This is an optimization exercise on Yosys and OpenROAD, whose aim is small area, not a production implementation. Where RTL was checked, it was by simulation tests only, not by an equivalence proof against the original. No activity file was given, so power comes from the tool's default toggle rates.

==> v20 <==
==> flow/design.v (excerpt) <==
module systolic_array_3x3(
    input clk,
    input rst,
    input [71:0] a,
    input [71:0] b,
    output [143:0] c
);
clock: 8.0 ns
lec_check: 0
cap_margin: 20
core_margin: 2
core_utilization: 40
cts_buf_list: sky130_fd_sc_hd__clkbuf_8
place_density: 0.6
slew_margin: 20
synth_hierarchical: 1
buffer_ports_args: -buffer_cell sky130_fd_sc_hd__buf_1
cts_args: -sink_clustering_enable -repair_clock_nets -buf_list sky130_fd_sc_hd__clkbuf_8 -dont_use_dummy_load
gpl_keep_overflow: 0
standard.sh (not shown) runs the stock make flow with config.mk's settings and CLKGATE_MAP_FILE= SYNTH_SCRIPT=/design/flow/synth_recipe.tcl, a recipe that flattens the netlist after the stock synthesis.
==> flow/flow/run.sh <==
#!/bin/bash
# Own layout flow: the standard ORFS flow (standard.sh, unchanged synthesis),
# with the port buffers made from the smallest buffer cell instead of the
# default, and the clock tree built without dummy loads. ORFS keeps each
# step's log under orfs/logs/; make's own output goes to standard_flow.log.
set -euo pipefail
cat >> config.mk <<'EOM'
export BUFFER_PORTS_ARGS = -buffer_cell sky130_fd_sc_hd__buf_1
export CTS_ARGS = -sink_clustering_enable -repair_clock_nets -buf_list sky130_fd_sc_hd__clkbuf_8 -dont_use_dummy_load
export GPL_KEEP_OVERFLOW = 0
EOM
bash standard.sh > standard_flow.log 2>&1
==> inputs of v9, as changes to v20 <==
--- a/flow/flow/run.sh
+++ b/flow/flow/run.sh
@@ -8,5 +8,4 @@
 export BUFFER_PORTS_ARGS = -buffer_cell sky130_fd_sc_hd__buf_1
 export CTS_ARGS = -sink_clustering_enable -repair_clock_nets -buf_list sky130_fd_sc_hd__clkbuf_8 -dont_use_dummy_load
-export GPL_KEEP_OVERFLOW = 0
 EOM
 bash standard.sh > standard_flow.log 2>&1
- GPL_KEEP_OVERFLOW: 0 -> default
==> comparison <==
v20 went through all stages and came out clean. v9 passed the timing, DRC and antenna checks. Between v20 and v9, the lower non-clock buffer count is in v20 (gap 10). Of v20 and v9, v20 has the higher sequential share of layout area (gap 0.064 points). Total power is about the same in v20 and v9. Of v9 and v20, v20 has the higher clock skew (gap 0.0039 ns). Wire length: v20 is smaller than v9 (2.4%). Core utilization: v20 is lower than v9 (0.12 points).

==> inputs of 02-09 <==
Another version of the RTL of systolic_array_3x3 (not shown whole).
## systolic_array_3x3
module systolic_array_3x3(
    input clk,
    input rst,
    input [71:0] a,
    input [71:0] b,
    output [143:0] c
);
export LEC_CHECK = 0
export CAP_MARGIN = 20
export CORE_MARGIN = 2
export CORE_UTILIZATION = 40
export PLACE_DENSITY = 0.6
export SLEW_MARGIN = 20
export SYNTH_HIERARCHICAL = 1
export BUFFER_PORTS_ARGS = -buffer_cell sky130_fd_sc_hd__buf_1
create_clock -name core_clock -period 8.0 [get_ports {clk}]
==> flow/flow/run.sh <==
#!/bin/bash
# Own layout flow: the standard ORFS flow (standard.sh, unchanged synthesis),
# with the port buffers made from the smallest buffer cell instead of the
# default, and the clock tree built without dummy loads. Each tool's output goes
# to a log file in this work folder (ORFS also keeps its per-step logs under
# orfs/logs/).
set -euo pipefail
cat >> config.mk <<'EOM'
export BUFFER_PORTS_ARGS = -buffer_cell sky130_fd_sc_hd__buf_1
EOM
bash standard.sh > standard_flow.log 2>&1
==> inputs of 01-23, as changes to 02-09 <==
--- a/flow/design.v
+++ b/flow/design.v
@@ -2,48 +2,49 @@
     input clk,
     input rst,
     input [71:0] a,
     input [71:0] b,
     output [143:0] c
 );
-reg [7:0] a00n, a01n, a02n, a10n, a11n, a12n, a20n, b00n, b10n, b20n, b01n, b11n, b21n, b02n;
+reg [7:0] a00, a01, a02, a10, a11, a12, a20, b00, b10, b20, b01, b11, b21, b02;
+wire [7:0] a00n = ~a00, a01n = ~a01, a02n = ~a02, a10n = ~a10, a11n = ~a11, a12n = ~a12, a20n = ~a20, b00n = ~b00, b10n = ~b10, b20n = ~b20, b01n = ~b01, b11n = ~b11, b21n = ~b21, b02n = ~b02;
 reg [15:0] c11, c12, c21, c22;
 wire [15:0] c00, c01, c02, c10, c20;
 wire [15:0] n11, n12, n21, n22;
 always @(posedge clk or posedge rst) begin
     if (rst) begin
-        a00n <= 8'hff;
-        a01n <= 8'hff;
-        a02n <= 8'hff;
-        a10n <= 8'hff;
-        a11n <= 8'hff;
-        a12n <= 8'hff;
-        a20n <= 8'hff;
-        b00n <= 8'hff;
-        b10n <= 8'hff;
-        b20n <= 8'hff;
-        b01n <= 8'hff;
-        b11n <= 8'hff;
-        b21n <= 8'hff;
-        b02n <= 8'hff;
+        a00 <= 8'd0;
+        a01 <= 8'd0;
+        a02 <= 8'd0;
+        a10 <= 8'd0;
+        a11 <= 8'd0;
+        a12 <= 8'd0;
+        a20 <= 8'd0;
+        b00 <= 8'd0;
+        b10 <= 8'd0;
+        b20 <= 8'd0;
+        b01 <= 8'd0;
+        b11 <= 8'd0;
+        b21 <= 8'd0;
+        b02 <= 8'd0;
         c11 <= 16'd0; c12 <= 16'd0; c21 <= 16'd0; c22 <= 16'd0;
     end else begin
-        a00n <= ~a[7:0];
-        a01n <= ~a[15:8];
-        a02n <= ~a[23:16];
-        a10n <= a00n;
-        a11n <= a01n;
-        a12n <= a02n;
-        a20n <= a10n;
-        b00n <= ~b[7:0];
-        b10n <= ~b[31:24];
-        b20n <= ~b[55:48];
-        b01n <= b00n;
-        b11n <= b10n;
-        b21n <= b20n;
-        b02n <= b01n;
+        a00 <= a[7:0];
+        a01 <= a[15:8];
+        a02 <= a[23:16];
+        a10 <= a00;
+        a11 <= a01;
+        a12 <= a02;
+        a20 <= a10;
+        b00 <= b[7:0];
+        b10 <= b[31:24];
+        b20 <= b[55:48];
+        b01 <= b00;
+        b11 <= b10;
+        b21 <= b20;
+        b02 <= b01;
         c11 <= n11; c12 <= n12; c21 <= n21; c22 <= n22;
     end
 end
 assign c = {c22, c21, c20, c12, c11, c10, c02, c01, c00};
 wire p1;
 wire p2;
==> flow/run.sh (new file) <==
#!/bin/bash
# synth_recipe.tcl (not shown) runs the flow's synth.tcl, then flattens the netlist and writes it again
# the make line also repeats each setting of config.mk as NAME=value (left out here)
make -C /OpenROAD-flow-scripts/flow DESIGN_CONFIG=/design/flow/config.mk WORK_HOME=/design/flow/orfs CLKGATE_MAP_FILE= SYNTH_SCRIPT=/design/flow/synth_recipe.tcl finish
BUFFER_PORTS_ARGS = unset   (was -buffer_cell sky130_fd_sc_hd__buf_1)
removed: flow/flow/run.sh
removed: flow/standard.sh
==> inputs of 07-28, as changes to 02-09 <==
==> flow/run.sh (new file) <==
#!/bin/bash
# synth_recipe.tcl (not shown) runs the flow's synth.tcl, then flattens the netlist and writes it again
# the make line also repeats each setting of config.mk as NAME=value (left out here)
make -C /OpenROAD-flow-scripts/flow DESIGN_CONFIG=/design/flow/config.mk WORK_HOME=/design/flow/orfs CLKGATE_MAP_FILE= SYNTH_SCRIPT=/design/flow/synth_recipe.tcl finish
BUFFER_PORTS_ARGS = unset   (was -buffer_cell sky130_fd_sc_hd__buf_1)
removed: flow/flow/run.sh
removed: flow/standard.sh
==> inputs of 04-07, as changes to 02-09 <==
CTS_BUF_LIST = sky130_fd_sc_hd__clkbuf_8   (was unset)
CTS_CLUSTER_DIAMETER = 150   (was unset)
CTS_CLUSTER_SIZE = 30   (was unset)
==> comparison <==
02-09 completed, yet does not pass: negative setup slack. 07-28 produced a clean layout. 01-23 passed the timing, DRC and antenna checks. 04-07 completed, yet does not pass: negative setup slack. Against 01-23, the die area of 04-07 is lower by 0.53%. Final cell count: 01-23 > 07-28 > 04-07 > 02-09. Between 07-28 and 04-07, the lower clock skew is in 07-28 (gap 0.014 ns). In 07-28 the critical path depth is lower than in 02-09, by 1. Of 07-28 and 02-09, 07-28 has the higher first-iteration DRC count (gap about 10%, measured against 02-09). Routed wire length: 01-23 < 02-09 < 04-07 < 07-28. Against 04-07, the non-clock buffer count of 01-23 is higher by 67. Between 01-23 and 02-09, the lower synthesized cell count is in 02-09 (gap about 4.4%, measured against 02-09). Between 04-07 and 01-23, the lower global-route usage is in 04-07 (gap 0.18 points). Flip-flop and latch count is the same in 02-09 and 01-23.
==> figures <==
quantity	07-28	01-23	04-07	02-09
Run status	timing/DRC/antenna clean	timing/DRC/antenna clean	failed layout checks	failed layout checks
Violated checks	-	-	negative setup slack	negative setup slack
Summed instance area of the synthesized netlist	18300 sq um	18400 sq um	18300 sq um	18300 sq um
Largest net degree at the start of global routing	76	119	119	119
Vias per cell	4.98	4.85	5.02	5.03
Critical Path Sink	c[46]	c[30]	c[30]	c[30]
Floorplan Core Area	45300 sq um	45400 sq um	45300 sq um	45300 sq um
Buffers excl. clock	326	355	288	281
Post-route setup TNS	0 ns	0 ns	-0.203 ns	-0.0242 ns
Sequential standard cell area	4540 sq um	4410 sq um	4540 sq um	4540 sq um
Placed instance count	2287	2368	2243	2243
Post-Route M1 WL	18.2 mm	18.8 mm	18.2 mm	18.2 mm
Sequential power	1.33 mW	1.26 mW	1.34 mW	1.34 mW
Clock tree buffer count of the final layout	18	17	17	19
Routability-driven placement congestion ratio	0.877	0.914	0.861	0.861
Post-DP Area	21300 sq um	21500 sq um	19700 sq um	19700 sq um
Worst setup slack after layout	0.0420 ns	0.0456 ns	-0.107 ns	-0.0242 ns
Initial Util	40.4%	40.5%	40.4%	40.4%
Per-instance average area after synthesis	12.6 sq um	12.1 sq um	12.6 sq um	12.6 sq um
Internal power consumption	4.02 mW	4.04 mW	3.29 mW	3.44 mW
Die footprint	47400 sq um	47700 sq um	47400 sq um	47400 sq um
Clock-cell share of area	2.70%	2.91%	2.08%	2.95%
Routed len/inst	19.5 um	18.4 um	19.7 um	19.7 um
For 01-23, only the layout was checked, not whether the RTL still works.

[static timing again, ports no longer ideal]
The flow's constraints put no driver on any port. The routed layouts listed below were extracted and timed again, unchanged, in two steps.
Step 1, drivers: a clkbuf_16 drives clk and a buf_2 each remaining input, both assumed.
Step 2 moves the port delays by t, midway between the first and last clock arrival at a register: inputs arrive t later, outputs are due t later. That takes back most of the time a late clock gives input paths.
Slacks: ideal / step 1 / step 2; pairs: ideal / step 1.
| run | t (ns) | setup WS [ns] | pins driven straight from the clock port |
|---|---|---|---|
| v20 | 0.591 | 0.344 / 0.297 / 0.714 | 1 |
| v9 | 0.591 | 0.416 / 0.364 / 0.713 | 1 |
| 02-09 | 0.541 | -0.024 / -0.079 / 0.462 | 1 |
| 01-23 | 0.512 | 0.046 / -0.012 / 0.501 | 1 |
| 07-28 | 0.541 | 0.042 / -0.012 / 0.529 | 1 |
| 04-07 | 0.613 | -0.107 / -0.157 / 0.455 | 1 |
